Background: an optimization exercise with open tools, aiming at small area, a short achievable clock period and few clock cycles. Do not read the settings as production practice. The RTL was checked by simulation tests, not by an equivalence proof against the original design.

### design/flow/constraint.sdc
create_clock -name core_clock -period 10.0 [get_ports {i_clk}]
set_input_delay 2.0000 -clock core_clock [delete_from_list [all_inputs] [get_ports {i_clk}]]
set_output_delay 2.0000 -clock core_clock [all_outputs]
set_load 0.01 [all_outputs]
### design/flow/design.v
module fxp_smul
#( parameter QINT=8,
    parameter QFRAC=16)
(out, a, b);
    localparam BIT_WIDTH = QINT + QFRAC; 
    output signed [BIT_WIDTH-1:0] out;
    input signed [BIT_WIDTH-1:0] a;
    input signed [BIT_WIDTH-1:0] b;
    wire [BIT_WIDTH*2-1:0] mul_out;
    assign mul_out = a * b;
    assign out = {mul_out[BIT_WIDTH*2-1],mul_out[BIT_WIDTH*2-QINT-2:QFRAC]};
endmodule
module cordic(i_clk, i_rst, i_en, o_vld, o_cosine, o_sine, i_theta);
    localparam ITER = 16;
    localparam ITER_BITS = $clog2(ITER);
    localparam QFRAC = 16;
    localparam QINT = 8;
    localparam QBITS = QFRAC + QINT;
    localparam width = 16;
    localparam STEPS = 2*(ITER-1);
    input i_clk;
    input i_rst;
    input i_en;
    input signed [QBITS-1:0] i_theta;
    output signed [QBITS-1:0] o_cosine;
    output signed [QBITS-1:0] o_sine;
    output o_vld;
    wire signed [QBITS-1:0] cordic_angles [0:ITER-1];
    assign cordic_angles[00] = 'h00c90f;
    assign cordic_angles[01] = 'h0076b1;
    assign cordic_angles[02] = 'h003eb6;
    assign cordic_angles[03] = 'h001fd5;
    assign cordic_angles[04] = 'h000ffa;
    assign cordic_angles[05] = 'h0007ff;
    assign cordic_angles[06] = 'h0003ff;
    assign cordic_angles[07] = 'h0001ff;
    assign cordic_angles[08] = 'h0000ff;
    assign cordic_angles[09] = 'h00007f;
    assign cordic_angles[10] = 'h00003f;
    assign cordic_angles[11] = 'h00001f;
    assign cordic_angles[12] = 'h000010;
    assign cordic_angles[13] = 'h000008;
    assign cordic_angles[14] = 'h000004;
    assign cordic_angles[15] = 'h000002;
    wire signed [QBITS-1:0] cos_prod2;
    assign cos_prod2 = 'h5E66;
    reg signed [QBITS-1:0] x   [0:STEPS];
    reg signed [QBITS-1:0] y   [0:STEPS];
    reg signed [QBITS-1:0] phi [0:STEPS];
    reg           [STEPS:0] vld;   
    assign o_vld = vld[STEPS];
    always @(posedge i_clk) 
    begin 
        if (i_rst) begin
            vld <= 0;
        end
        else begin
            vld <= {vld[STEPS-1:0], i_en};
        end
        if (i_en == 1) begin
            x[0] <= 'h10000;
            y[0] <= 0;
            phi[0] <= i_theta;
        end
    end
    genvar i,k;
    generate 
    for (i = 0; i < ITER; i=i+1)
    begin: outer
        for(k = 0; k < 2; k=k+1)
        begin: corder_iter
            if (2*i + k + 1 <= STEPS) begin: step
            wire phi_cmp;
            wire signed [QBITS-1:0] x_shr, y_shr;
            assign x_shr = x[2*i + k] >>> i;
            assign y_shr = y[2*i + k] >>> i;
            assign phi_cmp = phi[2*i + k][23];
            always @(posedge i_clk)
            begin 
                  x[2*i + k + 1]  <= phi_cmp ?   x[2*i+k] + y_shr : x[2*i+k] - y_shr;
                  y[2*i + k + 1]  <= phi_cmp ?   y[2*i+k] - x_shr : y[2*i+k] + x_shr;
                phi[2*i + k + 1]  <= phi_cmp ? phi[2*i+k] + cordic_angles[i] : phi[2*i+k] - cordic_angles[i];
            end
            end
        end
    end
    endgenerate
    fxp_smul #(QINT, QFRAC) cosine_mul (.out(o_cosine), .a(x[STEPS]), .b(cos_prod2));
    fxp_smul #(QINT, QFRAC) sine_mul   (.out(o_sine),   .a(y[STEPS]), .b(cos_prod2));
endmodule
### design/flow/run.sh
#!/bin/bash
# synth_recipe.tcl (not shown) runs the flow's synth.tcl, then flattens the netlist and writes it again
# the make line also repeats each setting of config.mk as NAME=value (left out here)
make -C /OpenROAD-flow-scripts/flow DESIGN_CONFIG=/design/flow/config.mk WORK_HOME=/design/flow/orfs CLKGATE_MAP_FILE= SYNTH_SCRIPT=/design/flow/synth_recipe.tcl finish
### design/flow/config.mk
export PLATFORM = sky130hd
export DESIGN_NAME = cordic
export DESIGN_NICKNAME = cordic
export VERILOG_FILES = /design/flow/design.v
export SDC_FILE = /design/flow/constraint.sdc
export NUM_CORES = 4
export LEC_CHECK = 0
export CAP_MARGIN = 20
export CORE_MARGIN = 2
export CORE_UTILIZATION = 40
export SLEW_MARGIN = 20
==> results.txt <==
die width=605 um; syn_nets=18,700; DRT Wirelength=between 300 and 400 mm; most common cell in the synthesized netlist=ha_1; Syn Inst Count=roughly 16,000; Post-synth EDFFs=24; CP Capture Type=output pin; top-area cell type share of the netlist area=26.4%; final setup TNS=0 ns; Die Y=roughly 600 um; mux share of post-synthesis cell area=under 10%; drc violations=0; Tmin final=9.64 ns; worst hold path class=reg -> reg; IO Pins=76; routed vias=around 110k; largest family of logic cells by synthesized area=adder cells; CP delay by family, top=adder cells; Cell Area, Synth=0.144 sq mm; Die ar.=between 0.3 and 0.4 sq mm; MaxCap Viol Count=0; Iteration-0 DRC Markers=roughly 5,400; area of the core=about 0.36 sq mm; Max Buffers Root-to-Sink=4; CP max stage cell=clkdlybuf4s50_1; Final period util=slightly below 100%; Synth Area in Simple Gates=around 12%; Post-Synth Adder-Cell Area=between 20% and 30%; WP data arrival=~7.6 ns; Vias/cell=approximately 5.2; worst slew pin tran=approximately 1.1 ns; most frequent cells after synthesis=ha_1 (2,069), dfxtp_1 (1,901), a21oi_1 (1,616); Area contributors post-synth=dfxtp_1 (26%), ha_1 (18%), xnor2_1 (9.1%); Max Slew Vio Count=0; Synth area leader=dfxtp_1; row cnt=between 200 and 250; H-tree levels=4; area delta synth->final=9.71%; ys async rst share=0%; f_max=between 0.1 and 0.15 GHz; grt met3 use=1.57%; antenna violations before repair=3; status=complete, no violations; WS Path Type=reg -> out; fin nets=between 15,000 and 20,000; synthesized flop and latch total=slightly below 2,000; critical path fanouts, max=7; GPL Wtd Cong=between 0.8 and 0.9; TritonCTS buffer count=approximately 220; hold-fix buffers at CTS=0; CP peak stage delay=around 0.57 ns; Setup Skew=around 0.076 ns; first-pass GRT wire length=around 550 mm; GR Layer Usage met1=around 22%; Netlist cell types=95; register area share after synthesis=between 20% and 30%; final setup vio count=0; DRT antenna net count=0; met2 global-route usage=between 30 and 40%; total global routing overflow=0; ratio of cells with drive above 1 in the final layout=3.94%; pin count of the biggest net entering global routing=57; CP most frequent cell=fa_1; critical path cell sequence=ha_1 -> inv_1 -> fa_1 -> inv_1 -> fa_1 -> fa_1 -> fa_1 -> inv_1 -> fa_1 -> inv_1 -> ha_1 -> a21o_1 -> a21oi_1 -> nor2b_1 -> nor4_4 -> nand3_2 -> a31o_2 -> and3_1 -> o21a_1 -> o21a_1 -> or4b_1 -> o2111ai_1 -> clkdlybuf4s50_1; CTS sink cnt=a little under 2,000; required time worst endpoint=~8 ns; # port buffers=75; vias in the first global route=between 100k and 150k; clock latency reported for the late side of the worst-skew pair=between 0.9 and 1 ns; CP Launch Type=flop; Mean Syn Cell Area=8.90 sq um; GRT Max-Usage Layer=met2; total global-route track usage=between 10% and 20%; Initial Util=40.2%; Fin. Hold Viols=0; compound-cell area share of the yosys netlist=a little under a fifth; worst rel slew slack=between 20% and 30%; First-pass DRT Iterations=7; clock transition at the registers of the reported paths=0.06 ns; YS warnings=7; detailed-placement wirelength estimate=approximately 270 mm; Routed WL per cell=between 15 and 20 um; root buffer cell=clkbuf_16; CTS tree=done; post-synthesis xor/xnor area fraction=a little over an eighth; Buf/Inv on CP=5; Most used DFF post-synth=dfxtp_1
final timing paths:
kind / depth (start not counted) / slack, ns / startpoint / end
max: 23 / 0.36 / y[30][13] / o_sine[22]
min: 0 / 0.33 / phi[9][0] / phi[10][0]
max reg2reg: 14 / 4.89 / y[19][15] / x[20][18]
min reg2reg: 0 / 0.33 / phi[9][0] / phi[10][0]
flip-flops by register name, indices dropped and copies added (netlist names):
| register | flops |
|---|---|
| x | 602 |
| phi | 687 |
| vld | 31 |
| y | 605 |
cell usage in the layout, fill, tap and decap left out, types with 70 or more instances in the layout:
cell	count
ha_1	2069
dfxtp_1	1869
a21oi_1	1616
xnor2_1	1503
nor2_1	1313
inv_1	1257
xor2_1	722
nand2_1	623
o21ai_0	601
a21o_1	595
nor3_1	434
fa_1	405
nand3_1	267
nor2b_1	253
o21bai_1	248
clkbuf_16	219
o21a_1	203
nand2b_1	198
a31oi_1	175
a211oi_1	119
mux2i_1	115
and3_1	115
nor4_1	79
and2_1	79
clkdlybuf4s50_1	74
or3_1	73
mux2_2	70
stage by stage:
step	hold WS (ns)	util, %	instance area (sq um)	setup WS [ns]	instances
floorplan	0.310	-	144000	1.95	16200
global placement	0.311	42.0	151000	0.948	20900
detailed placement	0.312	42.0	151000	0.847	20900
CTS	0.325	44.1	158000	0.00910	21300
global route	0.337	44.1	158000	-0.0401	21300
finish	0.325	44.1	158000	0.359	21300
cells by family (layout without fill, tap and decap cells):
| group | after synthesis | in the layout |
|---|---|---|
| adders and majority gates | 2474 | 2474 |
| other | 0 | 2 |
| buffers and inverters | 1459 | 1780 |
| DFF | 1925 | 1925 |
| muxes | 185 | 185 |
| and+or+nand+nor | 3710 | 3710 |
| xor gates and xnor gates | 2225 | 2225 |
| AOI/OAI and AO/OA | 4236 | 4236 |
final cells by class:
| type | instances | area [sq um] |
|---|---|---|
| diodes | 2 | 5.00 |
| repair buffers | 124 | 1110 |
| clock inverters | 114 | 1580 |
| well taps | 4773 | 5970 |
| multi-input cells | 12800 | 100000 |
| clock buffers | 281 | 6030 |
| inverters | 1261 | 4730 |
| flip-flops and latches | 1925 | 38800 |
| fillers | 35200 | 201000 |
repair_timing:
item / in CTS / in global routing
setup endpoints to repair: 1 / 1
gates resized for setup: 6 / 16
buffers inserted: 0 / 1
per-layer routing:
layer	vias to the layer above	share of wire, %
met5	-	0.0051
met4	2	3.1
met3	491	2.8
met2	1431	49
met1	51500	45
li1	57400	-
Testbench counts, summed over its fixed seeds: cycles 8,440.

[what the ideal ports hide]
The results above use ideal ports. As a check the final layout listed here was re-extracted and re-timed, cells and wires unchanged.
Step 1 (the two cells are an assumption about what drives the block):
set clk [get_ports {i_clk}]
set_driving_cell -lib_cell sky130_fd_sc_hd__clkbuf_16 $clk
set_driving_cell -lib_cell sky130_fd_sc_hd__buf_2 [delete_from_list [all_inputs] $clk]
Step 2 moves the port delays by t, midway between the first and last clock arrival at a register: inputs arrive t later, outputs are due t later. That takes back most of the time a late clock gives input paths.
a / b / c = no drivers / after step 1 / after step 2; a / b = the first two.
shift t [ns]: 0.973
setup WS [ns]: 0.359 / 0.263 / 1.235
worst setup path after step 2: register to output
clock arrival spread, ns: 0.087 / 0.087
After both steps this run still meets setup and hold. For this run, drivers alone change the setup slack by -0.096 ns; drivers and shift together by +0.876 ns.
